Source: an optimization exercise on an open RTL-to-GDS flow (aim: small area and a short achievable clock period). Production flows keep margins and buffers that such runs may drop. RTL that was checked went through simulation tests only; none was proved equivalent to the original. Only the layout flow was run in runs 3 and 4; the RTL was not checked for function there.

==> design.v <==
module SW2dec (switches, dec, leds);
	input [9:0]	 switches;
	output [9:0] leds;
	output [3:0] dec;
	reg [9:0] leds;
	reg [3:0] dec;
	always @(switches) begin
		casex(switches)
			10'bxxxxxxxxx1:dec = 4'd0;
			10'bxxxxxxxx10:dec = 4'd1;
			10'bxxxxxxx100:dec = 4'd2;
			10'bxxxxxx1000:dec = 4'd3;
			10'bxxxxx10000:dec = 4'd4;
			10'bxxxx100000:dec = 4'd5;
			10'bxxx1000000:dec = 4'd6;
			10'bxx10000000:dec = 4'd7;
			10'bx100000000:dec = 4'd8;
			10'b1000000000:dec = 4'd9;
			default:dec = 4'd0;
		endcase
		leds = 1<<dec;
	end
endmodule
module seven_seg_driver(din,HEX);
	input [3:0] din;
	output [6:0] HEX;
	reg [6:0] HEX;
	always@(*) begin
		case(din)
			4'd0: HEX = 7'b100_0000;
			4'd1: HEX = 7'b111_1001;
			4'd2: HEX = 7'b010_0100;
			4'd3: HEX = 7'b011_0000;
			4'd4: HEX = 7'b001_1001;
			4'd5: HEX = 7'b001_0010;
			4'd6: HEX = 7'b000_0010;
			4'd7: HEX = 7'b111_1000;
			4'd8: HEX = 7'b000_0000;
			4'd9: HEX = 7'b001_1000;
			default: HEX = 7'bxxx_xxxx;
		endcase
	end
endmodule
module keypressed(clock, reset, enable_in, enable_out);
	input  clock;
	input  reset;        
	input  enable_in;    
	output enable_out;
	reg [1:0] key_state;    
	always @(posedge clock or negedge reset) begin
		if (reset == 1'b0)
			key_state <= 2'b00;
		else begin
			key_state[0] <= ~key_state[1] & ~enable_in;
			key_state[1] <= key_state[0] & enable_in;
		end
	end
	assign enable_out = key_state[1];
endmodule
module newton(r, y, d, b1, b3);
	input  [15:0] r;
	input  [11:0] y;
	output [15:0] d;
	output b1, b3;
	wire [15:0] ye = {3'b000, y[11], y[10:3], y[2:0], 1'b1};
	wire [3:0] bo;
	genvar i;
	generate for (i = 0; i < 4; i = i + 1) begin : dig
		wire bi = (i == 0) ? 1'b0 : bo[i-1];
		wire [4:0] t = {1'b0, r[4*i+3:4*i]} - {1'b0, ye[4*i+3:4*i]} - bi;
		assign bo[i] = t[4];
		assign d[4*i+3:4*i] = t[4] ? t[3:0] - 4'd6 : t[3:0];
	end endgenerate
	assign b1 = bo[1];
	assign b3 = bo[3];
endmodule
module project3Top(CLOCK_50, SW, KEY, LED, HEX0, HEX1, HEX2, HEX3, HEX4, HEX5);
	input        CLOCK_50;
	input  [9:0] SW;
	input  [2:0] KEY;
	output [9:0] LED;
	output [6:0] HEX0, HEX1, HEX2, HEX3, HEX4, HEX5;
	wire        push, sqrt, reset;
	wire [3:0]  push_num;
	reg  [23:0] num;      
	reg         state;    
	reg  [3:0]  ph;       
	reg  [11:0] y;        
	assign reset = KEY[1];
	SW2dec F1 (.switches(SW), .dec(push_num), .leds(LED));
	seven_seg_driver S0(num[3:0],HEX0);
	seven_seg_driver S1(num[7:4],HEX1);
	seven_seg_driver S2(num[11:8],HEX2);
	seven_seg_driver S3(num[15:12],HEX3);
	seven_seg_driver S4(num[19:16],HEX4);
	seven_seg_driver S5(num[23:20],HEX5);
	keypressed U1 (.clock(CLOCK_50), .reset(reset), .enable_in(KEY[2]), .enable_out(push));
	keypressed U2 (.clock(CLOCK_50), .reset(reset), .enable_in(KEY[0]), .enable_out(sqrt));
	wire [15:0] diff;
	wire        b1, b3;
	newton F2 (.r(num[15:0]), .y(y), .d(diff), .b1(b1), .b3(b3));
	wire rot   = (ph == 4'd0) | (ph == 4'd1) | (ph == 4'd3) | (ph == 4'd4) |
	             (ph == 4'd6) | (ph == 4'd7);
	wire sub   = (ph == 4'd2) | (ph == 4'd5) | (ph == 4'd8);
	wire zero  = (ph == 4'd9) | (ph == 4'd10) | (ph == 4'd11);
	wire outd  = (ph == 4'd12) | (ph == 4'd13) | (ph == 4'd14);
	wire ysh   = (ph == 4'd1) | (ph == 4'd4) | (ph == 4'd7) | (ph == 4'd12) | (ph == 4'd13);
	wire ge    = (ph == 4'd2) ? ~b1 : (~b3 | (ph == 4'd8 & num[16]));
	wire take  = sub & ge;
	wire [3:0] qd  = {1'b0, y[10:8]} + (y[11] ? 4'd5 : 4'd0);
	wire [3:0] ins = rot ? num[23:20] : outd ? qd : 4'd0;
	always @(posedge CLOCK_50 or negedge reset) begin
		if (reset == 1'b0) begin
			state <= 1'b0;
			num   <= 24'h000000;
		end else if (state == 1'b0) begin
			if (sqrt)
				state <= 1'b1;
			else if (push && num[23:20] == 4'd0)
				num <= {num[19:0], push_num};
		end else begin
			if (rot | zero | outd)
				num <= {num[19:0], ins};
			else if (take) begin
				num[15:0] <= diff;
				num[16]   <= num[16] & ~b3;
			end
		end
	end
	always @(posedge CLOCK_50) begin
		if (state == 1'b0) begin
			ph <= 4'd0;
			y  <= 12'd0;           
		end else begin
			if (!take && ph != 4'd15)
				ph <= ph + 4'd1;
			if (take) begin
				y[2:0] <= (y[2:0] == 3'd4) ? 3'd0 : y[2:0] + 3'd1;
				y[3]   <= y[3] | (y[2:0] == 3'd4);
			end else if (ysh)
				y <= {y[7], y[6:3], y[2:0], 1'b0, 3'd0};
		end
	end
endmodule
==> run.sh <==
#!/bin/bash
# synth_recipe.tcl (not shown) runs the flow's synth.tcl, then flattens the netlist and writes it again
# the make line also repeats each setting of config.mk as NAME=value (left out here)
make -C /OpenROAD-flow-scripts/flow DESIGN_CONFIG=/design/flow/config.mk WORK_HOME=/design/flow/orfs CLKGATE_MAP_FILE= SYNTH_SCRIPT=/design/flow/synth_recipe.tcl finish
==> config.mk <==
export PLATFORM = sky130hd
export DESIGN_NAME = project3Top
export DESIGN_NICKNAME = project3Top
export VERILOG_FILES = /design/flow/design.v
export SDC_FILE = /design/flow/constraint.sdc
export NUM_CORES = 4
export LEC_CHECK = 0
export ABC_CLOCK_PERIOD_IN_PS = 120000
export CAP_MARGIN = 20
export CORE_MARGIN = 2
export CORE_UTILIZATION = 40
export SETUP_SLACK_MARGIN = 5
export SLEW_MARGIN = 20
==> constraint.sdc <==
create_clock -name core_clock -period 120.0 [get_ports {CLOCK_50}]
set_input_delay 24.0000 -clock core_clock [delete_from_list [all_inputs] [get_ports {CLOCK_50}]]
set_output_delay 24.0000 -clock core_clock [all_outputs]
set_load 0.01 [all_outputs]
==> impl_metrics.env, run 1 <==
export IMPL_status="timing/DRC/antenna clean"
export IMPL_fin_setup_tns_ps=0
export IMPL_die_w_um=106
export IMPL_worst_ep_required_time_ps=96000
export IMPL_io_buffers=65
export IMPL_viasPerCell=5.29
export IMPL_grt_use_met2=0.304
export IMPL_yosysWarnings=4
export IMPL_grt_pass1_vias=3499
export IMPL_critical_path_max_stage_delay_ps=580
export IMPL_drv_cap=0
export IMPL_gp_congestion=0.809
export IMPL_max_freq_mhz=19.8
export IMPL_stdcell_count=711
export IMPL_cts_hold_buf=0
export IMPL_syn_inst=519
export IMPL_finalWorstSetupSlack_ps=69600
export IMPL_cts_max_level=2
export IMPL_cp_cell_sequence="clkdlybuf4s50_1 > nor4_2 > nand3_1 > nor3b_2 > a21oi_1 > nor3b_1 > clkdlybuf4s50_1"
export IMPL_coreArea_um2=10200
export IMPL_antenna_found_initial=0
export IMPL_die_area_um2=11300
export IMPL_async_reset_ff_frac=0.644
export IMPL_cts_tree="built"
export IMPL_worst_setup_path_end_kind="primary output"
export IMPL_antenna_cells=0
export IMPL_synth_top_area_frac=0.182
export IMPL_grt_start_max_net_pins=30
export IMPL_synth_edf_count=0
export IMPL_hold_violations=0
export IMPL_clk_latency_ps=320
export IMPL_setup_viol=0
export IMPL_syn_num_nets=599
export IMPL_start_util=0.410
export IMPL_cts_setup_buffers=0
export IMPL_cpMostUsedCell="clkdlybuf4s50_1"
export IMPL_rows=37
export IMPL_synth_flop_cell="dfrtp_1"
export IMPL_drc_errors=0
export IMPL_cp_start_kind="input pin"
export IMPL_first_pass_iters=4
export IMPL_fin_skew_ps=16.1
export IMPL_place_ws_ps=69580
export IMPL_criticalPathCategory="in -> out"
export IMPL_placed_cells=703
export IMPL_root_buffer="clkbuf_8"
export IMPL_final_core_util=0.495
export IMPL_syn_avg_cell_area_um2=8.08
export IMPL_final_common_cell="nor2_1"
export IMPL_area_growth_synth_to_final_pct=20.7
export IMPL_rsz0062_at_grt="no"
export IMPL_cp_depth=7
export IMPL_post_dp_hpwl_um=7800
export IMPL_ant_nets=0
export IMPL_synth_top_area_cell="ha_1"
export IMPL_busiest_layer="met2"
export IMPL_wl_per_cell_um=14.6
export IMPL_grt_use_met1=0.254
export IMPL_cts_buffer_depth=2
export IMPL_grt_total_usage=0.186
export IMPL_ys_seq_area_frac=0.250
export IMPL_synth_area_leaders="ha_1 (18%), dfrtp_1 (17%), dfxtp_1 (7.6%)"
export IMPL_relSlewSlack=0.336
export IMPL_cts_repair_resized=0
export IMPL_synth_seq_cells=45
export IMPL_drt_total_wl_um=10400
export IMPL_finalNetCount=654
export IMPL_pin_count=66
export IMPL_grt_pass1_wl_um=17100
export IMPL_hold_class="reg -> reg"
export IMPL_final_cell_mix="nor2_1 (72), clkdlybuf4s50_1 (65), ha_1 (61)"
export IMPL_tightest_slew_ps=996
export IMPL_netlist_area_um2=4190
export IMPL_use_met3=0.0239
export IMPL_vias=3761
export IMPL_clkTransAtPathRegs_ps=90
export IMPL_cts_buffers=5
export IMPL_die_h_um=106
export IMPL_r2r_cells=24
export IMPL_crit_fanout=6
export IMPL_hold_depth=1
export IMPL_cts_sinks=45
export IMPL_fillers=990
export IMPL_slew_viol_final=0
export IMPL_grt_overflow=0
export IMPL_cpMaxStageDelayCell="clkdlybuf4s50_1"
export IMPL_drive_above_1_share=0.0470
export IMPL_fin_crit_sh=0.420
export IMPL_min_period_ps=50400
export IMPL_crit_buf_inv=2
export IMPL_synthDistinctLibCells=64
export IMPL_cp_top_family="simple AND/OR/NAND/NOR gates"
export IMPL_arrival_ps=26400
export IMPL_drtIter0Drc=251
-- state kept, by name, indices dropped and copies added, names as in the netlist --
name	flops
y	12
num	24
U2.key_state	2
U1.key_state	2
state	1
ph	4
-- layout make-up --
class | instances | area, um2 | area share
multi-input cells | 404 | 2850 | 0.564
flip-flops and latches | 45 | 1050 | 0.207
repair buffers | 67 | 666 | 0.132
inverters | 51 | 191 | 0.0378
well taps | 136 | 170 | 0.0336
clock buffers | 5 | 68.8 | 0.0136
clock inverters | 3 | 65.1 | 0.0129
-- per-stage QoR --
stage	hold WS (ps)	instance area (um2)
4_1_cts	443	5060
3_3_place_gp	427	4930
3_5_place_dp	434	4930
6_report	438	5060
2_1_floorplan	399	4190
5_1_grt	466	5060
-- metal layers --
layer | up-vias | wire [um]
met3 | 14 | 364
met5 | - | 0
met1 | 1780 | 4890
met4 | 0 | 199
li1 | 1894 | -
met2 | 73 | 4900
-- final timing paths --
path,start,endpoint,slack (ps)
hold reg to reg,U2.key_state[1],U2.key_state[0],440
max in group asynchronous,KEY[1],num[2],95640
min in group asynchronous,KEY[1],num[14],24070
setup reg to reg,num[2],num[6],112450
setup / recovery,SW[0],LED[5],69600
hold / removal,U2.key_state[1],U2.key_state[0],440
-- Yosys cell counts (2+ instances only) --
cell type	count
fa_1	5
nor3b_1	3
and2_1	8
a221oi_1	2
nor3_1	9
nand2b_1	8
xnor2_1	17
a22o_1	3
mux2i_1	7
or3_1	3
dfrtp_1	29
and3_1	4
ha_1	61
dfxtp_1	16
o22ai_1	2
a41oi_1	2
o31ai_1	2
clkbuf_1	12
nor4b_1	2
nand3b_1	2
mux2_2	7
a22oi_1	3
buf_6	3
nor2_1	72
nor2b_1	6
a31oi_1	3
xor2_1	3
o21bai_1	3
buf_2	3
a21oi_1	52
o21ai_0	36
a21o_1	3
inv_1	50
nand3_1	4
nand2_1	39
a211oi_1	7
-- logic make-up after synthesis --
| group | after synthesis | share of synthesized area |
|---|---|---|
| fa+ha+maj | 66 | 0.206 |
| flops | 45 | 0.250 |
| xor+xnor | 20 | 0.0418 |
| simple gates | 168 | 0.189 |
| compound gates | 136 | 0.209 |
| buf+inv | 70 | 0.0698 |
| mux | 14 | 0.0355 |
==> run 2, diff against run 1 <==
==> flow/run.sh (new file) <==
#!/bin/bash
# Own layout flow: the standard ORFS flow, with two changes:
#  - synthesis maps logic with an area-oriented ABC script (flow/abc.script)
#    and without the half/full-adder cell extraction;
#  - the port buffers are buf_1 cells.
# Everything else (registers, floorplan, power grid, CTS, routing) is standard.
set -euo pipefail
W=$(pwd)
F=$W/flow

# ORFS's synth.tcl, with the abc call pointed at our script
sed 's#^\( *\)log_cmd abc {\*}$abc_args#\1set abc_args [lreplace $abc_args 1 1 '"$F"'/abc.script]\n\1log_cmd abc {*}$abc_args#' \
  "$FLOW_HOME/scripts/synth.tcl" > "$W/own_synth.tcl"
grep -q "$F/abc.script" "$W/own_synth.tcl"
sed 's#source \$::env(SCRIPTS_DIR)/synth.tcl#source '"$W"'/own_synth.tcl#' "$W/synth_recipe.tcl" > "$W/own_synth_recipe.tcl"
grep -q own_synth.tcl "$W/own_synth_recipe.tcl"

bash "$W/standard.sh" ADDER_MAP_FILE= SYNTH_SCRIPT="$W/own_synth_recipe.tcl" \
  "BUFFER_PORTS_ARGS=-buffer_cell sky130_fd_sc_hd__buf_1" finish > "$W/orfs_flow.log" 2>&1
==> flow/abc.script (new file) <==
strash
&get -n
&deepsyn -T 30
&put
dch -f
map -a
topo
==> standard.sh (new file) <==
#!/bin/bash
# synth_recipe.tcl (not shown) runs the flow's synth.tcl, then flattens the netlist and writes it again
# the make line also repeats each setting of config.mk as NAME=value (left out here)
make -C /OpenROAD-flow-scripts/flow DESIGN_CONFIG=/design/flow/config.mk WORK_HOME=/design/flow/orfs CLKGATE_MAP_FILE= SYNTH_SCRIPT=/design/flow/synth_recipe.tcl "${@:-finish}"
removed: run.sh
==> impl_metrics.env, run 2 <==
export IMPL_antenna_found_initial=0
export IMPL_cts_tree="built"
export IMPL_max_freq_mhz=20.3
export IMPL_root_buffer="clkbuf_8"
export IMPL_synthDistinctLibCells=29
export IMPL_clkTransAtPathRegs_ps=70
export IMPL_die_area_um2=8060
export IMPL_synth_common_cells="nor2_1 (82), clkinv_1 (80), nand2_1 (53)"
export IMPL_multi_input_area_um2=1600
export IMPL_status="timing/DRC/antenna clean"
export IMPL_drv_cap=0
export IMPL_gp_congestion=0.944
export IMPL_largest_reg_flops=24
export IMPL_final_cell_mix="nor2_1 (82), clkinv_1 (80), buf_1 (65)"
export IMPL_first_pass_iters=4
export IMPL_hold_violations=0
export IMPL_grt_overflow=0
export IMPL_grt_total_usage=0.208
export IMPL_largest_register="num"
export IMPL_area_growth_synth_to_final_pct=16.3
export IMPL_antenna_cells=0
export IMPL_relSlewSlack=0.543
export IMPL_synth_mux_area_frac=0
export IMPL_cp_start_kind="input pin"
export IMPL_grt_pass1_vias=2966
export IMPL_yosysMostFrequentCell="nor2_1"
export IMPL_vias=3226
export IMPL_synth_seq_cells=45
export IMPL_die_h_um=89.8
export IMPL_cts_hold_buf=0
export IMPL_netlist_area_um2=2940
export IMPL_hold_ws_ps=439
export IMPL_drt_total_wl_um=8060
export IMPL_synthAdderAreaFrac=0
export IMPL_ys_seq_area_frac=0.356
export IMPL_reg_top3="num x24, y x12, ph x4"
export IMPL_syn_num_nets=455
export IMPL_cts_max_level=2
export IMPL_fin_skew_ps=9.59
export IMPL_fin_setup_tns_ps=0
export IMPL_synthSimpleGateAreaFrac=0.267
export IMPL_coreArea_um2=7180
export IMPL_slew_viol_final=0
export IMPL_viasPerCell=5.23
export IMPL_cts_setup_buffers=0
export IMPL_worst_setup_path_end_kind="primary output"
export IMPL_drive_above_1_share=0.0270
export IMPL_clk_latency_ps=300
export IMPL_start_util=0.410
export IMPL_hold_class="reg -> reg"
export IMPL_postLayoutCellArea_um2=3420
export IMPL_synth_top_area_cell="dfrtp_1"
export IMPL_post_dp_hpwl_um=6300
export IMPL_cts_buffer_depth=2
export IMPL_syn_inst=441
export IMPL_io_buffers=65
export IMPL_syn_avg_cell_area_um2=6.67
export IMPL_ant_nets=0
export IMPL_synth_compound_area_frac=0.234
export IMPL_drc_errors=0
export IMPL_synth_top_area_frac=0.247
export IMPL_async_reset_ff_frac=0.644
export IMPL_arrival_ps=25380
export IMPL_yosysWarnings=4
export IMPL_drtIter0Drc=142
export IMPL_grt_start_max_net_pins=30
export IMPL_placed_area_um2=3340
export IMPL_rsz0062_at_grt="no"
export IMPL_tightest_slew_ps=678
export IMPL_crit_fanout=5
export IMPL_die_w_um=89.8
export IMPL_final_common_cell="nor2_1"
export IMPL_fin_crit_sh=0.412
export IMPL_wl_per_cell_um=13.1
export IMPL_cts_sinks=45
export IMPL_cts_buffers=5
export IMPL_synth_xor_area_frac=0.0417
export IMPL_grt_pass1_wl_um=13900
export IMPL_final_core_util=0.477
export IMPL_worst_ep_required_time_ps=96000
export IMPL_setup_viol=0
export IMPL_synth_edf_count=0
export IMPL_cts_repair_resized=0
export IMPL_synth_area_leaders="dfrtp_1 (25%), dfxtp_1 (11%), nor2_1 (10%)"
export IMPL_synth_top_family_by_area="simple AND/OR/NAND/NOR gates"
export IMPL_rows=31
export IMPL_min_period_ps=49380
export IMPL_fillers=754
export IMPL_pin_count=66
export IMPL_finalNetCount=531
export IMPL_ff_latch_area_um2=1050
export IMPL_synth_flop_cell="dfrtp_1"
export IMPL_criticalPathCategory="in -> out"
[run 2: cell count changes in the layout (fill, tap and decap cells not counted), moves of 10 or more]
cell and delta:
nor3_1 +17, clkinv_1 +79, o22ai_1 +11, nand2_1 +14, ha_1 -61, nor2_1 +10
buf_1 +65, inv_1 -50, a21oi_1 -19, xnor2_1 -12, clkdlybuf4s50_1 -65
[run 2: kinds of logic (layout without fill, tap and decap cells)]
kind of cell    after synthesis  after routing
xor+xnor                     14             14
flops                        45             45
buf+inv                      80            157
compound gates              116            116
simple gates                186            186
[run 2: through the flow]
step,std cells,setup WS [ps]
2_1_floorplan,441,71010
3_5_place_dp,609,70620
6_report,617,70620
3_3_place_gp,609,70710
5_1_grt,617,70370
4_1_cts,617,70620
[run 2: layout make-up]
| cell class | count | share of cell area |
|---|---|---|
| clock inverters | 1 | 0.00146 |
| well taps | 99 | 0.0362 |
| clock buffers | 7 | 0.0223 |
| multi-input cells | 316 | 0.466 |
| inverters | 80 | 0.0878 |
| flip-flops and latches | 45 | 0.306 |
| repair buffers | 69 | 0.0801 |
[run 2: path summary, 6_finish.rpt]
path,startpoint,endpoint,slack (ps),cells past startpoint
worst max register to register,num[0],num[8],114010,35
worst max-delay path,SW[0],LED[9],70620,7
max in group asynchronous,KEY[1],num[20],96000,2
worst min register to register,U1.key_state[1],U1.key_state[0],440,1
min in group asynchronous,KEY[1],num[8],23710,2
worst min-delay path,U1.key_state[1],U1.key_state[0],440,1
[run 2: critical path, cell delays in order]
cell and delay, ps:
buf_1 130, nor2_1 120, clkinv_1 120, nor3_1 380
nand4_1 270, nor3_1 200, buf_1 170
[run 2: routing by layer]
| layer | share of wire | GRT usage |
|---|---|---|
| met2 | 0.47 | 0.347 |
| met5 | 0 | 0 |
| met3 | 0.040 | 0.0344 |
| met1 | 0.48 | 0.281 |
| met4 | 0.011 | 0.0538 |
==> run 3, diff against run 2 <==
==> design.v (replaced) <==
module SW2dec (switches, dec, leds);
	input  [9:0] switches;
	output [9:0] leds;
	output [3:0] dec;
	wire [9:0] below;    
	assign below[0] = 1'b0;
	genvar k;
	generate for (k = 1; k < 10; k = k + 1) begin : pre
		assign below[k] = below[k-1] | switches[k-1];
	end endgenerate
	assign leds[0]   = switches[0] | ~(below[9] | switches[9]);
	assign leds[9:1] = switches[9:1] & ~below[9:1];
	assign dec[0] = leds[1] | leds[3] | leds[5] | leds[7] | leds[9];
	assign dec[1] = leds[2] | leds[3] | leds[6] | leds[7];
	assign dec[2] = leds[4] | leds[5] | leds[6] | leds[7];
	assign dec[3] = leds[8] | leds[9];
endmodule
module seven_seg_driver(din,HEX);
	input  [3:0] din;
	output [6:0] HEX;
	wire D = din[3], C = din[2], B = din[1], A = din[0];
	assign HEX[0] = (~D & ~C & ~B & A) | (C & ~B & ~A);
	assign HEX[1] = C & (B ^ A);
	assign HEX[2] = ~C & B & ~A;
	assign HEX[3] = (~C & ~B & A) | (C & ~B & ~A) | (C & B & A);
	assign HEX[4] = A | (C & ~B);
	assign HEX[5] = (~C & B) | (B & A) | (~D & ~C & A);
	assign HEX[6] = (~D & ~C & ~B) | (C & B & A);
endmodule
module keypressed(clock, reset, enable_in, enable_out);
	input  clock;
	input  reset;        
	input  enable_in;    
	output enable_out;
	reg [1:0] key_state;    
	always @(posedge clock or negedge reset) begin
		if (reset == 1'b0)
			key_state <= 2'b00;
		else begin
			key_state[0] <= ~key_state[1] & ~enable_in;
			key_state[1] <= key_state[0] & enable_in;
		end
	end
	assign enable_out = key_state[1];
endmodule
module newton(r, y, d, b1, b3);
	input  [15:0] r;
	input  [11:0] y;
	output [15:0] d;
	output b1, b3;
	wire [15:0] ye = {3'b000, y[11], y[10:3], y[2:0], 1'b1};
	wire [4:0] bo;
	assign bo[0] = 1'b0;
	genvar i;
	generate for (i = 0; i < 4; i = i + 1) begin : dig
		wire [4:0] t = {1'b0, r[4*i+3:4*i]} - {1'b0, ye[4*i+3:4*i]} - bo[i];
		assign bo[i+1] = t[4];
		assign d[4*i+3:4*i] = t[4] ? t[3:0] + 4'd10 : t[3:0];
	end endgenerate
	assign b1 = bo[2];
	assign b3 = bo[4];
endmodule
module project3Top(CLOCK_50, SW, KEY, LED, HEX0, HEX1, HEX2, HEX3, HEX4, HEX5);
	input        CLOCK_50;
	input  [9:0] SW;
	input  [2:0] KEY;
	output [9:0] LED;
	output [6:0] HEX0, HEX1, HEX2, HEX3, HEX4, HEX5;
	wire        push, sqrt, reset;
	wire [3:0]  push_num;
	reg  [23:0] num;      
	reg  [3:0]  ph;       
	reg  [11:0] y;        
	assign reset = KEY[1];
	SW2dec F1 (.switches(SW), .dec(push_num), .leds(LED));
	seven_seg_driver S0(num[3:0],HEX0);
	seven_seg_driver S1(num[7:4],HEX1);
	seven_seg_driver S2(num[11:8],HEX2);
	seven_seg_driver S3(num[15:12],HEX3);
	seven_seg_driver S4(num[19:16],HEX4);
	seven_seg_driver S5(num[23:20],HEX5);
	keypressed U1 (.clock(CLOCK_50), .reset(reset), .enable_in(KEY[2]), .enable_out(push));
	keypressed U2 (.clock(CLOCK_50), .reset(reset), .enable_in(KEY[0]), .enable_out(sqrt));
	wire [15:0] diff;
	wire        b1, b3;
	newton F2 (.r(num[15:0]), .y(y), .d(diff), .b1(b1), .b3(b3));
	wire entry = (ph == 4'd0);
	wire sub   = (ph == 4'd3) | (ph == 4'd5) | (ph == 4'd7);
	wire ge    = (ph == 4'd3) ? ~b1 : (~b3 | ((ph == 4'd7) & num[16]));
	wire take  = sub & ge;
	wire rot   = (ph >= 4'd1) & (ph <= 4'd6);
	wire outd  = (ph >= 4'd10) & (ph <= 4'd12);
	wire ysh   = (ph == 4'd2) | (ph == 4'd4) | (ph == 4'd6) | (ph == 4'd10) | (ph == 4'd11);
	wire shift = entry ? (push & ~sqrt & (num[23:20] == 4'd0)) : (~take & (ph != 4'd13));
	wire [3:0] qd  = y[11] ? {1'b0, y[10:8]} + 4'd5 : {1'b0, y[10:8]};
	wire [3:0] ins = entry ? push_num : rot ? num[23:20] : outd ? qd : 4'd0;
	always @(posedge CLOCK_50 or negedge reset) begin
		if (reset == 1'b0) begin
			ph  <= 4'd0;
			num <= 24'h000000;
		end else begin
			if (entry ? sqrt : (~take & (ph != 4'd13)))
				ph <= ph + 4'd1;
			if (shift)
				num <= {num[19:0], ins};
			else if (take) begin
				num[15:0] <= diff;
				num[16]   <= num[16] & ~b3;
			end
		end
	end
	always @(posedge CLOCK_50) begin
		if (entry)
			y <= 12'd0;            
		else if (take) begin
			y[2:0] <= (y[2:0] == 3'd4) ? 3'd0 : y[2:0] + 3'd1;
			y[3]   <= y[3] | (y[2:0] == 3'd4);
		end else if (ysh)
			y <= {y[7], y[6:3], y[2:0], 1'b0, 3'd0};
	end
endmodule
==> flow/abc.script (replaced) <==
strash
&get -n
&deepsyn -T 30
&put
dch -f
amap
topo
==> impl_metrics.env, run 3 <==
export IMPL_r2r_cells=29
export IMPL_clk_latency_ps=290
export IMPL_crit_buf_inv=3
export IMPL_worst_ep_required_time_ps=96000
export IMPL_largest_reg_flops=24
export IMPL_hold_class="reg -> reg"
export IMPL_cp_cell_sequence="buf_1 > or3_1 > or3_1 > or3_1 > nor3_1 > clkinv_1 > nor3b_1 > buf_1"
export IMPL_coreArea_um2=6720
export IMPL_arrival_ps=26250
export IMPL_drc_errors=0
export IMPL_stdcell_count=540
export IMPL_syn_num_nets=399
export IMPL_largest_register="num"
export IMPL_fin_skew_ps=4.03
export IMPL_r2r_end="num[13]"
export IMPL_placed_cells=532
export IMPL_worst_setup_path_end_kind="primary output"
export IMPL_clkTransAtPathRegs_ps=90
export IMPL_drt_total_wl_um=7580
export IMPL_cp_top_family="simple AND/OR/NAND/NOR gates"
export IMPL_cts_repair_resized=0
export IMPL_fin_crit_sh=0.419
export IMPL_final_cell_mix="nor2_1 (79), buf_1 (64), clkinv_1 (55)"
export IMPL_cts_buffers=5
export IMPL_cts_tree="built"
export IMPL_synth_common_cells="nor2_1 (79), clkinv_1 (55), a21oi_1 (42)"
export IMPL_cts_max_level=2
export IMPL_vias=3045
export IMPL_area_growth_synth_to_final_pct=17.0
export IMPL_antenna_cells=0
export IMPL_drive_above_1_share=0.0217
export IMPL_critical_path_max_stage_delay_ps=390
export IMPL_grt_pass1_vias=2649
export IMPL_criticalPathCategory="in -> out"
export IMPL_crit_fanout=4
export IMPL_synthDistinctLibCells=32
export IMPL_gp_congestion=0.796
export IMPL_antenna_found_initial=0
export IMPL_critPathCapture="LED[9]"
export IMPL_setup_worst_path_start="SW[0]"
export IMPL_cp_depth=8
export IMPL_drv_cap=0
export IMPL_io_buffers=65
export IMPL_slew_viol_final=0
export IMPL_min_period_ps=50250
export IMPL_pin_count=66
export IMPL_ys_seq_area_frac=0.377
export IMPL_tightest_slew_ps=1050
export IMPL_die_w_um=87.0
export IMPL_synth_area_leaders="dfrtp_1 (29%), nor2_1 (11%), dfxtp_1 (8.7%)"
export IMPL_max_freq_mhz=19.9
export IMPL_grt_start_max_net_pins=33
export IMPL_cts_sinks=44
export IMPL_first_pass_iters=4
export IMPL_post_dp_hpwl_um=5730
export IMPL_cts_setup_buffers=0
export IMPL_final_common_cell="nor2_1"
export IMPL_grt_total_usage=0.207
export IMPL_yosysMostFrequentCell="nor2_1"
export IMPL_cpMostUsedCell="or3_1"
export IMPL_die_h_um=87.0
export IMPL_fin_setup_tns_ps=0
export IMPL_cpMaxStageDelayCell="or3_1"
export IMPL_grt_pass1_wl_um=12500
export IMPL_syn_inst=385
export IMPL_rsz0062_at_grt="no"
export IMPL_grt_overflow=0
export IMPL_setup_viol=0
export IMPL_netlist_area_um2=2760
export IMPL_synth_edf_count=0
export IMPL_synth_seq_cells=44
export IMPL_reg_top3="num x24, y x12, ph x4"
export IMPL_synth_top_area_cell="dfrtp_1"
export IMPL_rows=30
export IMPL_yosysWarnings=2
export IMPL_status="timing/DRC/antenna clean"
export IMPL_hold_ws_ps=444
export IMPL_synth_top_area_frac=0.290
export IMPL_start_util=0.410
export IMPL_fillers=677
export IMPL_r2r_start="num[1]"
export IMPL_drtIter0Drc=199
export IMPL_syn_avg_cell_area_um2=7.16
export IMPL_die_area_um2=7570
export IMPL_async_reset_ff_frac=0.727
export IMPL_synth_flop_cell="dfrtp_1"
export IMPL_relSlewSlack=0.298
export IMPL_finalNetCount=473
export IMPL_viasPerCell=5.64
export IMPL_ant_nets=0
export IMPL_hold_violations=0
export IMPL_root_buffer="clkbuf_8"
export IMPL_cp_start_kind="input pin"
export IMPL_cts_buffer_depth=2
export IMPL_wl_per_cell_um=14.0
export IMPL_reg2reg_slack_ps=113370
export IMPL_cts_hold_buf=0
-- run 3: changes by cell type after synthesis, moves of 9 or more --
cell	previous run	this run
a21oi_1	33	42
clkinv_1	80	55
nand2_1	53	16
nand3_1	12	3
nor3_1	26	17
o22ai_1	13	25
or2_0	0	11
xor2_1	9	0
-- run 3: cells by family (layout without fill, tap and decap cells) --
group                  Yosys count  after routing  share of synthesized area
AOI/OAI and AO/OA              138            138                      0.306
buffers and inverters           55            130                     0.0749
DFF                             44             44                      0.377
and+or+nand+nor                148            148                      0.242
-- run 3: worst register-to-register path: cells and delay by family (launching register included) --
| kind | cells | cell delay (ps) |
|---|---|---|
| buf+inv | 7 | 1710 |
| flops | 1 | 410 |
| simple gates | 7 | 1040 |
| compound gates | 15 | 3370 |
-- run 3: area by class of cell --
class / count / area, um2 / area share
clock buffer: 6 / 72.6 / 0.0225
clock inverter: 2 / 35.0 / 0.0109
inverter: 55 / 206 / 0.0640
multi-input combinational: 286 / 1510 / 0.468
sequential: 44 / 1040 / 0.323
tap: 80 / 100 / 0.0310
timing repair buffer: 67 / 260 / 0.0807
-- run 3: through the flow --
step	setup WS [ps]	utilization	instance area, um2
CTS	69760	0.480	3230
detailed placement	69770	0.464	3120
floorplan	70080	-	2760
finish	69750	0.480	3230
global placement	69790	0.464	3120
global route	69570	0.480	3230
-- run 3: worst min-delay path by stage --
stage,cells past startpoint,slack [ps],startpoint,endpoint
finish,1,440,U1.key_state[1],U1.key_state[0]
CTS,1,450,U1.key_state[1],U1.key_state[0]
floorplan,1,400,U1.key_state[1],U1.key_state[0]
global placement,1,430,U1.key_state[1],U1.key_state[0]
detailed placement,1,420,U1.key_state[1],U1.key_state[0]
global route,1,490,U1.key_state[1],U1.key_state[0]
-- run 3: metal layers --
metal,share of wire,vias up,routed length (um),GRT usage
met5,0,-,0,0
met1,0.47,1423,3550,0.273
li1,-,1540,-,-
met3,0.034,12,256,0.0360
met4,0.020,0,155,0.0724
met2,0.48,70,3620,0.340
==> run 4, diff against run 3 <==
==> flow/run.sh (replaced) <==
#!/bin/bash
# Own layout flow: the standard ORFS flow, with these changes:
#  - synthesis maps logic with ABC scripts of our own (flow/abc_pass.tcl):
#    delay-oriented for the SW -> LED cone, area-oriented for the rest,
#    and without the half/full-adder cell extraction;
#  - the port buffers are buf_1 cells.
# Registers, floorplan, power grid, CTS and routing are the standard flow's.
set -euo pipefail
W=$(pwd)
F=$W/flow

# ORFS's synth.tcl, with its abc call replaced by flow/abc_pass.tcl
sed 's#^\( *\)log_cmd abc {\*}$abc_args#\1set ::own_flow_dir '"$F"'\n\1source '"$F"'/abc_pass.tcl#' \
  "$FLOW_HOME/scripts/synth.tcl" > "$W/own_synth.tcl"
grep -q "abc_pass.tcl" "$W/own_synth.tcl"
sed 's#source \$::env(SCRIPTS_DIR)/synth.tcl#source '"$W"'/own_synth.tcl#' "$W/synth_recipe.tcl" > "$W/own_synth_recipe.tcl"
grep -q own_synth.tcl "$W/own_synth_recipe.tcl"

bash "$W/standard.sh" ADDER_MAP_FILE= SYNTH_SCRIPT="$W/own_synth_recipe.tcl" \
  "BUFFER_PORTS_ARGS=-buffer_cell sky130_fd_sc_hd__buf_1" finish > "$W/orfs_flow.log" 2>&1
==> flow/abc_fast.script (new file) <==
strash
dch -f
map {D}
topo
buffer -p
upsize {D}
dnsize {D}
==> flow/abc_pass.tcl (new file) <==
# Replaces ORFS's single abc call (sourced from own_synth.tcl).
# The LED outputs' cone (combinational from SW, the paths that set the
# achieved period) gets a delay-oriented mapping; the rest an area one.
set fast_args [lreplace $abc_args 1 1 $::own_flow_dir/abc_fast.script]
set i [lsearch -exact $fast_args -D]
if {$i >= 0} { set fast_args [lreplace $fast_args $i [expr {$i+1}]] }
lappend fast_args -D 100
log_cmd abc {*}$fast_args w:LED %ci*
set abc_args [lreplace $abc_args 1 1 $::own_flow_dir/abc.script]
log_cmd abc {*}$abc_args
==> impl_metrics.env, run 4 <==
export IMPL_status="timing/DRC/antenna clean"
export IMPL_grt_start_max_net_pins=33
export IMPL_gp_congestion=0.850
export IMPL_cts_tree="built"
export IMPL_cts_max_level=2
export IMPL_netlist_area_um2=2820
export IMPL_grt_pass1_vias=2658
export IMPL_final_core_util=0.485
export IMPL_synth_edf_count=0
export IMPL_criticalPathCategory="in -> out"
export IMPL_pin_count=66
export IMPL_synth_common_cells="nor2_1 (78), clkinv_1 (60), o21ai_0 (33)"
export IMPL_synthSimpleGateAreaFrac=0.243
export IMPL_synth_top_family_by_area="compound AO/OA/AOI/OAI gates"
export IMPL_yosysWarnings=2
export IMPL_relSlewSlack=0.447
export IMPL_slew_viol_final=0
export IMPL_synth_seq_cells=44
export IMPL_hold_path_end="U1.key_state[0]"
export IMPL_fillers=700
export IMPL_grt_total_usage=0.206
export IMPL_drtIter0Drc=150
export IMPL_ant_nets=0
export IMPL_tightest_slew_ps=829
export IMPL_cts_repair_resized=0
export IMPL_viasPerCell=5.37
export IMPL_cts_buffer_depth=2
export IMPL_cp_start_kind="input pin"
export IMPL_yosysMostFrequentCell="nor2_1"
export IMPL_clkTransAtPathRegs_ps=80
export IMPL_root_buffer="clkbuf_8"
export IMPL_async_reset_ff_frac=0.727
export IMPL_syn_num_nets=413
export IMPL_grt_overflow=0
export IMPL_reg_top3="num x24, y x12, ph x4"
export IMPL_finalNetCount=489
export IMPL_fin_setup_tns_ps=0
export IMPL_die_h_um=87.9
export IMPL_cts_sinks=44
export IMPL_synth_xor_area_frac=0
export IMPL_clk_latency_ps=290
export IMPL_worst_setup_path_end_kind="primary output"
export IMPL_hold_class="reg -> reg"
export IMPL_largest_register="num"
export IMPL_wl_per_cell_um=13.5
export IMPL_syn_inst=399
export IMPL_max_freq_mhz=20.4
export IMPL_syn_avg_cell_area_um2=7.06
export IMPL_synth_flop_cell="dfrtp_1"
export IMPL_hold_violations=0
export IMPL_hold_depth=1
export IMPL_start_util=0.415
export IMPL_cts_setup_buffers=0
export IMPL_antenna_found_initial=0
export IMPL_cts_hold_buf=0
export IMPL_final_common_cell="nor2_1"
export IMPL_crit_fanout=4
export IMPL_drive_above_1_share=0.0294
export IMPL_worst_ep_required_time_ps=96000
export IMPL_r2r_cells=34
export IMPL_largest_reg_flops=24
export IMPL_min_period_ps=49040
export IMPL_rows=30
export IMPL_ys_seq_area_frac=0.370
export IMPL_drv_cap=0
export IMPL_die_area_um2=7730
export IMPL_r2r_start="num[0]"
export IMPL_synth_top_area_frac=0.284
export IMPL_final_cell_mix="nor2_1 (78), buf_1 (64), clkinv_1 (60)"
export IMPL_worstHoldStart="U1.key_state[1]"
export IMPL_antenna_cells=0
export IMPL_coreArea_um2=6790
export IMPL_drt_total_wl_um=7690
export IMPL_io_buffers=65
export IMPL_synth_top_area_cell="dfrtp_1"
export IMPL_grt_pass1_wl_um=12600
export IMPL_reg2reg_slack_ps=112980
export IMPL_cts_buffers=5
export IMPL_post_dp_hpwl_um=5750
export IMPL_drc_errors=0
export IMPL_synth_area_leaders="dfrtp_1 (28%), nor2_1 (10%), dfxtp_1 (8.5%)"
export IMPL_area_growth_synth_to_final_pct=16.9
export IMPL_first_pass_iters=4
export IMPL_rsz0062_at_grt="no"
export IMPL_arrival_ps=25040
export IMPL_setup_viol=0
export IMPL_fin_crit_sh=0.409
export IMPL_synthAdderAreaFrac=0
export IMPL_synth_mux_area_frac=0
export IMPL_fin_skew_ps=10.1
export IMPL_synthDistinctLibCells=36
export IMPL_synth_compound_area_frac=0.294
export IMPL_die_w_um=87.9
export IMPL_r2r_end="num[14]"
export IMPL_vias=3069
run 4: how the worst max path moves through the flow:
stage	cells past startpoint	to	from
2_1_floorplan	3	LED[8]	SW[3]
3_3_place_gp	5	LED[9]	SW[3]
3_5_place_dp	5	LED[9]	SW[3]
4_1_cts	5	LED[9]	SW[3]
5_1_grt	5	LED[9]	SW[1]
6_report	5	LED[7]	SW[3]
run 4: metrics by stage:
step                worst slack [ps]  area, um2  hold WS [ps]  instances
global route                   70830       3290           461        572
global placement               70990       3210           397        564
CTS                            70960       3290           435        572
floorplan                      71240       2820           391        399
finish                         70960       3290           426        572
detailed placement             70970       3210           426        564
run 4: routing by layer:
| layer | up-vias | part of all wire | track usage |
|---|---|---|---|
| li1 | 1586 | - | - |
| met1 | 1401 | 0.48 | 0.280 |
| met2 | 75 | 0.47 | 0.342 |
| met3 | 7 | 0.044 | 0.0358 |
| met4 | 0 | 0.0049 | 0.0490 |
| met5 | - | 0 | 0 |
run 4: cell families after synthesis:
logic type      count (synthesis)
compound gates                133
flops                          44
buf+inv                        70
simple gates                  152
run 4: area by class of cell:
class,instances,area (um2),share of cell area
Clock inverter,1,5.00,0.00152
Timing Repair Buffer,69,275,0.0836
Multi-Input combinational cell,285,1510,0.459
Inverter,70,263,0.0798
Clock buffer,7,76.3,0.0232
Sequential cell,44,1040,0.316
Tap cell,96,120,0.0365
run 4: critical path, stage by stage:
cell and delay, ps:
buf_1 90, nor4_2 300, nand4_1 200, nor2_1 270
buf_1 180
==> run 5, diff against run 4 <==
--- a/design.v
+++ b/design.v
@@ -10,22 +10,21 @@
 	end endgenerate
 	assign leds[0]   = switches[0] | ~(below[9] | switches[9]);
 	assign leds[9:1] = switches[9:1] & ~below[9:1];
-	assign dec[0] = leds[1] | leds[3] | leds[5] | leds[7] | leds[9];
-	assign dec[1] = leds[2] | leds[3] | leds[6] | leds[7];
-	assign dec[2] = leds[4] | leds[5] | leds[6] | leds[7];
-	assign dec[3] = leds[8] | leds[9];
+	assign dec[0] = |(leds & 10'b0001101100);
+	assign dec[1] = |(leds & 10'b1111101100);
+	assign dec[2] = |(leds & 10'b0010001110);
+	assign dec[3] = |(leds & 10'b1010111010);
 endmodule
-module seven_seg_driver(din,HEX);
-	input  [3:0] din;
+module seven_seg_driver(din, HEX);
+	input [3:0] din;
 	output [6:0] HEX;
-	wire D = din[3], C = din[2], B = din[1], A = din[0];
-	assign HEX[0] = (~D & ~C & ~B & A) | (C & ~B & ~A);
-	assign HEX[1] = C & (B ^ A);
-	assign HEX[2] = ~C & B & ~A;
-	assign HEX[3] = (~C & ~B & A) | (C & ~B & ~A) | (C & B & A);
-	assign HEX[4] = A | (C & ~B);
-	assign HEX[5] = (~C & B) | (B & A) | (~D & ~C & A);
-	assign HEX[6] = (~D & ~C & ~B) | (C & B & A);
+	assign HEX[0] = (din[3] & ~din[1]);
+	assign HEX[1] = (~din[2] & din[0]);
+	assign HEX[2] = (~din[3] & din[2]);
+	assign HEX[3] = (din[3] & ~din[0]);
+	assign HEX[4] = (din[3]);
+	assign HEX[5] = (din[2]);
+	assign HEX[6] = (~din[3] & ~din[1]) | (din[2] & ~din[0]);
 endmodule
 module keypressed(clock, reset, enable_in, enable_out);
 	input  clock;
@@ -60,6 +59,22 @@
 	assign b1 = bo[2];
 	assign b3 = bo[4];
 endmodule
+module conv(c, d);
+	input [3:0] c;
+	output [3:0] d;
+	assign d[0] = (c[3] & c[1]) | (c[2] & ~c[0]);
+	assign d[1] = (~c[3] & c[0]) | (c[2] & c[1]);
+	assign d[2] = (~c[2] & c[0]) | (c[3] & ~c[2] & ~c[1]) | (c[2] & c[1] & ~c[0]);
+	assign d[3] = (~c[2] & c[1] & ~c[0]);
+endmodule
+module qdig(u, c);
+	input [3:0] u;
+	output [3:0] c;
+	assign c[0] = (~u[3] & u[1]) | (u[3] & ~u[2] & ~u[1]);
+	assign c[1] = (u[1]) | (u[3]);
+	assign c[2] = (~u[3] & u[0]) | (u[1] & ~u[0]);
+	assign c[3] = (~u[3] & u[0]) | (u[2]) | (u[3] & ~u[0]);
+endmodule
 module project3Top(CLOCK_50, SW, KEY, LED, HEX0, HEX1, HEX2, HEX3, HEX4, HEX5);
 	input        CLOCK_50;
 	input  [9:0] SW;
@@ -92,8 +107,10 @@
 	wire outd  = (ph >= 4'd10) & (ph <= 4'd12);
 	wire ysh   = (ph == 4'd2) | (ph == 4'd4) | (ph == 4'd6) | (ph == 4'd10) | (ph == 4'd11);
 	wire shift = entry ? (push & ~sqrt & (num[23:20] == 4'd0)) : (~take & (ph != 4'd13));
-	wire [3:0] qd  = y[11] ? {1'b0, y[10:8]} + 4'd5 : {1'b0, y[10:8]};
-	wire [3:0] ins = entry ? push_num : rot ? num[23:20] : outd ? qd : 4'd0;
+	wire [3:0] qd, top_bcd;
+	qdig Q (.u({y[11], y[10:8]}), .c(qd));
+	conv C (.c(num[23:20]), .d(top_bcd));
+	wire [3:0] ins = entry ? push_num : rot ? top_bcd : outd ? qd : 4'd0;
 	always @(posedge CLOCK_50 or negedge reset) begin
 		if (reset == 1'b0) begin
 			ph  <= 4'd0;
==> impl_metrics.env, run 5 <==
export IMPL_synthSimpleGateAreaFrac=0.200
export IMPL_status="timing/DRC/antenna clean"
export IMPL_hold_class="reg -> reg"
export IMPL_yosysMostFrequentCell="nor2_1"
export IMPL_wl_per_cell_um=14.7
export IMPL_synth_flop_cell="dfrtp_1"
export IMPL_synth_top_area_frac=0.298
export IMPL_syn_num_nets=377
export IMPL_antenna_found_initial=0
export IMPL_syn_inst=363
export IMPL_critical_path_max_stage_delay_ps=310
export IMPL_tightest_slew_ps=1030
export IMPL_antenna_cells=0
export IMPL_arrival_ps=25070
export IMPL_cts_tree="built"
export IMPL_worst_ep_required_time_ps=96000
export IMPL_first_pass_iters=4
export IMPL_relSlewSlack=0.308
export IMPL_hold_violations=0
export IMPL_drt_total_wl_um=7430
export IMPL_final_cell_mix="nor2_1 (78), buf_1 (64), clkinv_1 (58)"
export IMPL_reg_top3="num x24, y x12, ph x4"
export IMPL_grt_pass1_vias=2580
export IMPL_finalNetCount=440
export IMPL_final_core_util=0.480
export IMPL_slew_viol_final=0
export IMPL_viasPerCell=5.46
export IMPL_grt_start_max_net_pins=33
export IMPL_netlist_area_um2=2680
export IMPL_synthAdderAreaFrac=0
export IMPL_drtIter0Drc=192
export IMPL_ant_nets=0
export IMPL_synth_compound_area_frac=0.284
export IMPL_synthDistinctLibCells=34
export IMPL_start_util=0.418
export IMPL_cts_repair_resized=0
export IMPL_drive_above_1_share=0.0328
export IMPL_place_ws_ps=70910
export IMPL_synth_edf_count=0
export IMPL_cp_cell_sequence="buf_1 > nor4_2 > nand4_1 > nor3_1 > buf_1"
export IMPL_io_buffers=65
export IMPL_worst_setup_path_end_kind="primary output"
export IMPL_synth_xor_area_frac=0
export IMPL_setup_viol=0
export IMPL_cpMaxStageDelayCell="nor4_2"
export IMPL_largest_reg_flops=24
export IMPL_cts_buffer_depth=2
export IMPL_syn_avg_cell_area_um2=7.39
export IMPL_grt_overflow=0
export IMPL_cts_buffers=5
export IMPL_die_w_um=85.9
export IMPL_cpMostUsedCell="buf_1"
export IMPL_grt_pass1_wl_um=12200
export IMPL_cts_hold_buf=0
export IMPL_pin_count=66
export IMPL_finalWorstSetupSlack_ps=70930
export IMPL_yosysWarnings=2
export IMPL_min_period_ps=49070
export IMPL_drv_cap=0
export IMPL_grt_total_usage=0.208
export IMPL_largest_register="num"
export IMPL_die_h_um=85.9
export IMPL_synth_top_family_by_area="compound AO/OA/AOI/OAI gates"
export IMPL_coreArea_um2=6420
export IMPL_area_growth_synth_to_final_pct=14.9
export IMPL_crit_fanout=5
export IMPL_fin_setup_tns_ps=0
export IMPL_synth_area_leaders="dfrtp_1 (30%), nor2_1 (11%), dfxtp_1 (9.0%)"
export IMPL_synth_top_area_cell="dfrtp_1"
export IMPL_synth_seq_cells=44
export IMPL_cts_setup_buffers=0
export IMPL_fin_skew_ps=4.55
export IMPL_ys_seq_area_frac=0.388
export IMPL_cts_max_level=2
export IMPL_die_area_um2=7380
export IMPL_fillers=661
export IMPL_rows=29
export IMPL_clk_latency_ps=300
export IMPL_max_freq_mhz=20.4
export IMPL_fin_crit_sh=0.409
export IMPL_gp_congestion=0.852
export IMPL_root_buffer="clkbuf_8"
export IMPL_criticalPathCategory="in -> out"
export IMPL_async_reset_ff_frac=0.727
export IMPL_synth_common_cells="nor2_1 (78), clkinv_1 (58), dfrtp_1 (32)"
export IMPL_cp_start_kind="input pin"
export IMPL_post_dp_hpwl_um=5660
export IMPL_final_common_cell="nor2_1"
export IMPL_cts_sinks=44
export IMPL_vias=2751
export IMPL_rsz0062_at_grt="no"
export IMPL_clkTransAtPathRegs_ps=80
export IMPL_synth_mux_area_frac=0
export IMPL_drc_errors=0
-- run 5: worst paths after layout --
kind,start,slack (ps),endpoint,cells past startpoint
worst max-delay path,SW[1],70930,LED[8],5
worst min-delay path,U1.key_state[1],430,U1.key_state[0],1
min in group asynchronous,KEY[1],23790,num[15],1
worst min register to register,U1.key_state[1],430,U1.key_state[0],1
max in group asynchronous,KEY[1],95670,U2.key_state[1],1
worst max register to register,num[0],112440,num[15],30
-- run 5: kinds of logic after synthesis --
group           Yosys count
flops                    44
compound gates          114
simple gates            125
buf+inv                  80
-- run 5: worst max-delay path: cells and delay by family --
| family | cells | cell delay, ps |
|---|---|---|
| and+or+nand+nor | 3 | 750 |
| buffers and inverters | 2 | 320 |
-- run 5: routing by layer --
metal	up-vias	share of wire	GRT usage
li1	1420	-	-
met1	1261	0.48	0.281
met2	63	0.46	0.351
met3	7	0.044	0.0308
met4	0	0.010	0.0548
met5	-	0	0
-- run 5: per-stage QoR --
step,hold WS (ps),area (um2),std cells
2_1_floorplan,391,2680,363
6_report,431,3080,504
4_1_cts,436,3080,504
5_1_grt,455,3080,504
3_3_place_gp,428,2960,496
3_5_place_dp,423,2960,496
-- run 5: cell type report --
| class | instances | area, um2 | share of cell area |
|---|---|---|---|
| Clock buffer | 7 | 96.3 | 0.0312 |
| Clock inverter | 1 | 30.0 | 0.00974 |
| Inverter | 68 | 255 | 0.0828 |
| Multi-Input combinational cell | 239 | 1300 | 0.421 |
| Sequential cell | 44 | 1040 | 0.338 |
| Tap cell | 77 | 96.3 | 0.0312 |
| Timing Repair Buffer | 68 | 268 | 0.0868 |
==> run 6, diff against run 5 <==
--- a/design.v
+++ b/design.v
@@ -81,10 +81,11 @@
 	input  [2:0] KEY;
 	output [9:0] LED;
 	output [6:0] HEX0, HEX1, HEX2, HEX3, HEX4, HEX5;
-	wire        push, sqrt, reset;
+	wire        reset;
 	wire [3:0]  push_num;
 	reg  [23:0] num;      
-	reg  [3:0]  ph;       
+	reg         mode;     
+	reg  [3:0]  ks;       
 	reg  [11:0] y;        
 	assign reset = KEY[1];
 	SW2dec F1 (.switches(SW), .dec(push_num), .leds(LED));
@@ -94,30 +95,40 @@
 	seven_seg_driver S3(num[15:12],HEX3);
 	seven_seg_driver S4(num[19:16],HEX4);
 	seven_seg_driver S5(num[23:20],HEX5);
-	keypressed U1 (.clock(CLOCK_50), .reset(reset), .enable_in(KEY[2]), .enable_out(push));
-	keypressed U2 (.clock(CLOCK_50), .reset(reset), .enable_in(KEY[0]), .enable_out(sqrt));
+	wire push = ks[3];
+	wire sqrt = ks[1];
+	wire [1:0] push_next = {ks[2] & KEY[2], ~ks[3] & ~KEY[2]};
+	wire [1:0] sqrt_next = {ks[0] & KEY[0], ~ks[1] & ~KEY[0]};
 	wire [15:0] diff;
 	wire        b1, b3;
 	newton F2 (.r(num[15:0]), .y(y), .d(diff), .b1(b1), .b3(b3));
-	wire entry = (ph == 4'd0);
-	wire sub   = (ph == 4'd3) | (ph == 4'd5) | (ph == 4'd7);
-	wire ge    = (ph == 4'd3) ? ~b1 : (~b3 | ((ph == 4'd7) & num[16]));
-	wire take  = sub & ge;
-	wire rot   = (ph >= 4'd1) & (ph <= 4'd6);
-	wire outd  = (ph >= 4'd10) & (ph <= 4'd12);
-	wire ysh   = (ph == 4'd2) | (ph == 4'd4) | (ph == 4'd6) | (ph == 4'd10) | (ph == 4'd11);
-	wire shift = entry ? (push & ~sqrt & (num[23:20] == 4'd0)) : (~take & (ph != 4'd13));
+	wire [3:0] ph = ks;
+	wire sub   = (ph == 4'd2) | (ph == 4'd4) | (ph == 4'd6);
+	wire ge    = (ph == 4'd2) ? ~b1 : (~b3 | ((ph == 4'd6) & num[16]));
+	wire take  = mode & sub & ge;
+	wire rot   = (ph <= 4'd5);
+	wire outd  = (ph >= 4'd9) & (ph <= 4'd11);
+	wire ysh   = (ph == 4'd1) | (ph == 4'd3) | (ph == 4'd5) | (ph == 4'd9) | (ph == 4'd10);
+	wire done  = (ph == 4'd12);
+	wire shift = ~mode ? (push & ~sqrt & (num[23:20] == 4'd0)) : (~take & ~done);
 	wire [3:0] qd, top_bcd;
 	qdig Q (.u({y[11], y[10:8]}), .c(qd));
 	conv C (.c(num[23:20]), .d(top_bcd));
-	wire [3:0] ins = entry ? push_num : rot ? top_bcd : outd ? qd : 4'd0;
+	wire [3:0] ins = ~mode ? push_num : rot ? top_bcd : outd ? qd : 4'd0;
 	always @(posedge CLOCK_50 or negedge reset) begin
 		if (reset == 1'b0) begin
-			ph  <= 4'd0;
-			num <= 24'h000000;
+			mode <= 1'b0;
+			ks   <= 4'd0;
+			num  <= 24'h000000;
 		end else begin
-			if (entry ? sqrt : (~take & (ph != 4'd13)))
-				ph <= ph + 4'd1;
+			if (~mode) begin
+				if (sqrt) begin
+					mode <= 1'b1;
+					ks   <= 4'd0;
+				end else
+					ks <= {push_next, sqrt_next};
+			end else if (~take & ~done)
+				ks <= ks + 4'd1;
 			if (shift)
 				num <= {num[19:0], ins};
 			else if (take) begin
@@ -127,7 +138,7 @@
 		end
 	end
 	always @(posedge CLOCK_50) begin
-		if (entry)
+		if (~mode)
 			y <= 12'd0;            
 		else if (take) begin
 			y[2:0] <= (y[2:0] == 3'd4) ? 3'd0 : y[2:0] + 3'd1;
==> flow/abc.script (replaced) <==
strash
&get -n
&deepsyn -J 200 -T 200
&put
dch -f
amap
topo
==> impl_metrics.env, run 6 <==
export IMPL_status="timing/DRC/antenna clean"
export IMPL_drt_total_wl_um=7190
export IMPL_cts_tree="built"
export IMPL_post_dp_hpwl_um=5400
export IMPL_ant_nets=0
export IMPL_io_buffers=65
export IMPL_grt_pass1_vias=2499
export IMPL_grt_pass1_wl_um=12000
export IMPL_worst_setup_path_end_kind="primary output"
export IMPL_placed_area_um2=2880
export IMPL_cpMostUsedCell="buf_1"
export IMPL_r2r_start="num[0]"
export IMPL_largest_register="num"
export IMPL_max_freq_mhz=20.4
export IMPL_cts_hold_buf=0
export IMPL_gp_congestion=0.845
export IMPL_critical_path_max_stage_delay_ps=320
export IMPL_fin_setup_tns_ps=0
export IMPL_async_reset_ff_frac=0.707
export IMPL_synth_top_area_frac=0.280
export IMPL_yosysWarnings=1
export IMPL_cts_setup_buffers=0
export IMPL_clkTransAtPathRegs_ps=80
export IMPL_synth_seq_cells=41
export IMPL_critPathCapture="LED[8]"
export IMPL_coreArea_um2=6310
export IMPL_rows=29
export IMPL_hold_class="reg -> reg"
export IMPL_drv_cap=0
export IMPL_grt_total_usage=0.206
export IMPL_first_pass_iters=7
export IMPL_r2r_cells=30
export IMPL_synth_common_cells="nor2_1 (75), clkinv_1 (55), dfrtp_1 (29)"
export IMPL_cts_max_level=2
export IMPL_cpMaxStageDelayCell="nor4_2"
export IMPL_hold_violations=0
export IMPL_grt_start_max_net_pins=30
export IMPL_fin_crit_sh=0.409
export IMPL_netlist_area_um2=2590
export IMPL_synth_edf_count=0
export IMPL_final_core_util=0.474
export IMPL_final_common_cell="nor2_1"
export IMPL_die_w_um=84.5
export IMPL_drc_errors=0
export IMPL_criticalPathCategory="in -> out"
export IMPL_antenna_found_initial=0
export IMPL_cp_start_kind="input pin"
export IMPL_cts_sinks=41
export IMPL_synth_top_area_cell="dfrtp_1"
export IMPL_cp_cell_sequence="buf_1 > nor4_2 > nand4_1 > nor3_1 > buf_1"
export IMPL_pin_count=66
export IMPL_cts_buffers=5
export IMPL_r2r_end="num[9]"
export IMPL_area_growth_synth_to_final_pct=15.4
export IMPL_cts_buffer_depth=2
export IMPL_syn_avg_cell_area_um2=7.25
export IMPL_finalNetCount=434
export IMPL_relSlewSlack=0.389
export IMPL_postLayoutCellArea_um2=2990
export IMPL_synthDistinctLibCells=34
export IMPL_cp_top_family="simple AND/OR/NAND/NOR gates"
export IMPL_antenna_cells=0
export IMPL_syn_inst=358
export IMPL_reg_top3="num x24, y x12, ks x4"
export IMPL_yosysMostFrequentCell="nor2_1"
export IMPL_cts_repair_resized=0
export IMPL_ys_seq_area_frac=0.372
export IMPL_root_buffer="clkbuf_8"
export IMPL_drive_above_1_share=0.0309
export IMPL_vias=2802
export IMPL_crit_buf_inv=2
export IMPL_largest_reg_flops=24
export IMPL_crit_fanout=5
export IMPL_min_period_ps=49070
export IMPL_clk_latency_ps=300
export IMPL_viasPerCell=5.63
export IMPL_drtIter0Drc=242
export IMPL_grt_overflow=0
export IMPL_slew_viol_final=0
export IMPL_worst_ep_required_time_ps=96000
export IMPL_arrival_ps=25070
export IMPL_reg2reg_slack_ps=112920
export IMPL_wl_per_cell_um=14.4
export IMPL_cp_depth=5
export IMPL_final_cell_mix="nor2_1 (75), buf_1 (65), clkinv_1 (55)"
export IMPL_syn_num_nets=372
export IMPL_start_util=0.411
export IMPL_tightest_slew_ps=910
export IMPL_synth_flop_cell="dfrtp_1"
export IMPL_setup_viol=0
export IMPL_fin_skew_ps=9.94
export IMPL_rsz0062_at_grt="no"
export IMPL_die_h_um=84.5
export IMPL_die_area_um2=7140
export IMPL_setup_worst_path_start="SW[1]"
export IMPL_synth_area_leaders="dfrtp_1 (28%), nor2_1 (11%), dfxtp_1 (9.3%)"
export IMPL_hold_depth=2
## run 6: cell types whose count changed in the layout (fill, tap and decap cells not counted), sizes merged, moves of 4 or more
cell and change:
o31ai +4, o21ai -6, a21oi +10, nand2 -5
nor3 +6
## run 6: kinds of logic (layout without fill, tap and decap cells)
| logic type | Yosys count | in the layout | share of synthesized area |
|---|---|---|---|
| simple gates | 124 | 124 | 0.206 |
| compound gates | 116 | 116 | 0.292 |
| buf+inv | 77 | 140 | 0.129 |
| flops | 41 | 41 | 0.372 |
## run 6: worst min-delay path by stage
stage | from | endpoint
finish | y[3] | y[3]
global route | y[0] | y[0]
floorplan | y[3] | y[3]
global placement | y[3] | y[3]
detailed placement | y[3] | y[3]
CTS | y[3] | y[3]
## run 6: area by class of cell
| class | instances | area [um2] |
|---|---|---|
| repair buffers | 67 | 259 |
| clock buffers | 8 | 111 |
| well taps | 77 | 96.3 |
| fillers | 675 | 3320 |
| multi-input cells | 240 | 1320 |
| inverters | 65 | 244 |
| flip-flops and latches | 41 | 966 |
## run 6: metal layers
metal	wire [um]	vias up	part of all wire	track usage
met5	0	-	0	0
met4	134	0	0.019	0.0592
met3	347	11	0.048	0.0354
li1	-	1390	-	-
met1	3340	1324	0.47	0.283
met2	3360	77	0.47	0.335
## run 6: tightest hold or removal path: cells and delay by family (launching register included)
family	cells	cell delay (ps)
AOI/OAI and AO/OA	1	60
buffers and inverters	1	80
DFF	1	330
## run 6: stage by stage
step | hold slack [ps] | cells | setup WS, ps
2_1_floorplan | 462 | 358 | 71220
3_3_place_gp | 488 | 490 | 70960
3_5_place_dp | 491 | 490 | 70930
4_1_cts | 505 | 498 | 70920
5_1_grt | 542 | 498 | 70750
6_report | 506 | 498 | 70930

[re-timing with driven ports]
No port has a modelled driver above. Below, the same layouts with a new extraction and two added sets of constraints. Step 1: set_driving_cell puts a clkbuf_16 on CLOCK_50 and a buf_2 on each other input, an assumption about the parent block. Step 2 adds t to the input delays and takes it off the output delays; t is the mean of the earliest and latest rising clock arrival at the registers after step 1. Input paths then give back, and output paths get back, about the clock's delay inside the block. Slacks: no drivers / after step 1 / after step 2; pairs: no drivers / after step 1.
| run | t (ns) | setup slack, ns | worst data-port slew with drivers (ns) | cell pins on the clock port's net |
|---|---|---|---|---|
| run 1 | 0.344 | 69.604 / 69.582 / 69.582 | 0.04 | 1 |
| run 2 | 0.323 | 70.618 / 70.597 / 70.597 | 0.03 | 1 |
| run 3 | 0.321 | 69.749 / 69.725 / 69.725 | 0.04 | 1 |
| run 4 | 0.316 | 70.956 / 70.934 / 70.934 | 0.03 | 1 |
| run 5 | 0.327 | 70.927 / 70.907 / 70.907 | 0.03 | 1 |
| run 6 | 0.326 | 70.929 / 70.910 / 70.910 | 0.03 | 1 |
After both steps every run listed still meets setup and hold. The setup slack of run 3, which loses most, moves by -0.024 ns with the drivers and by -0.024 ns with both steps.
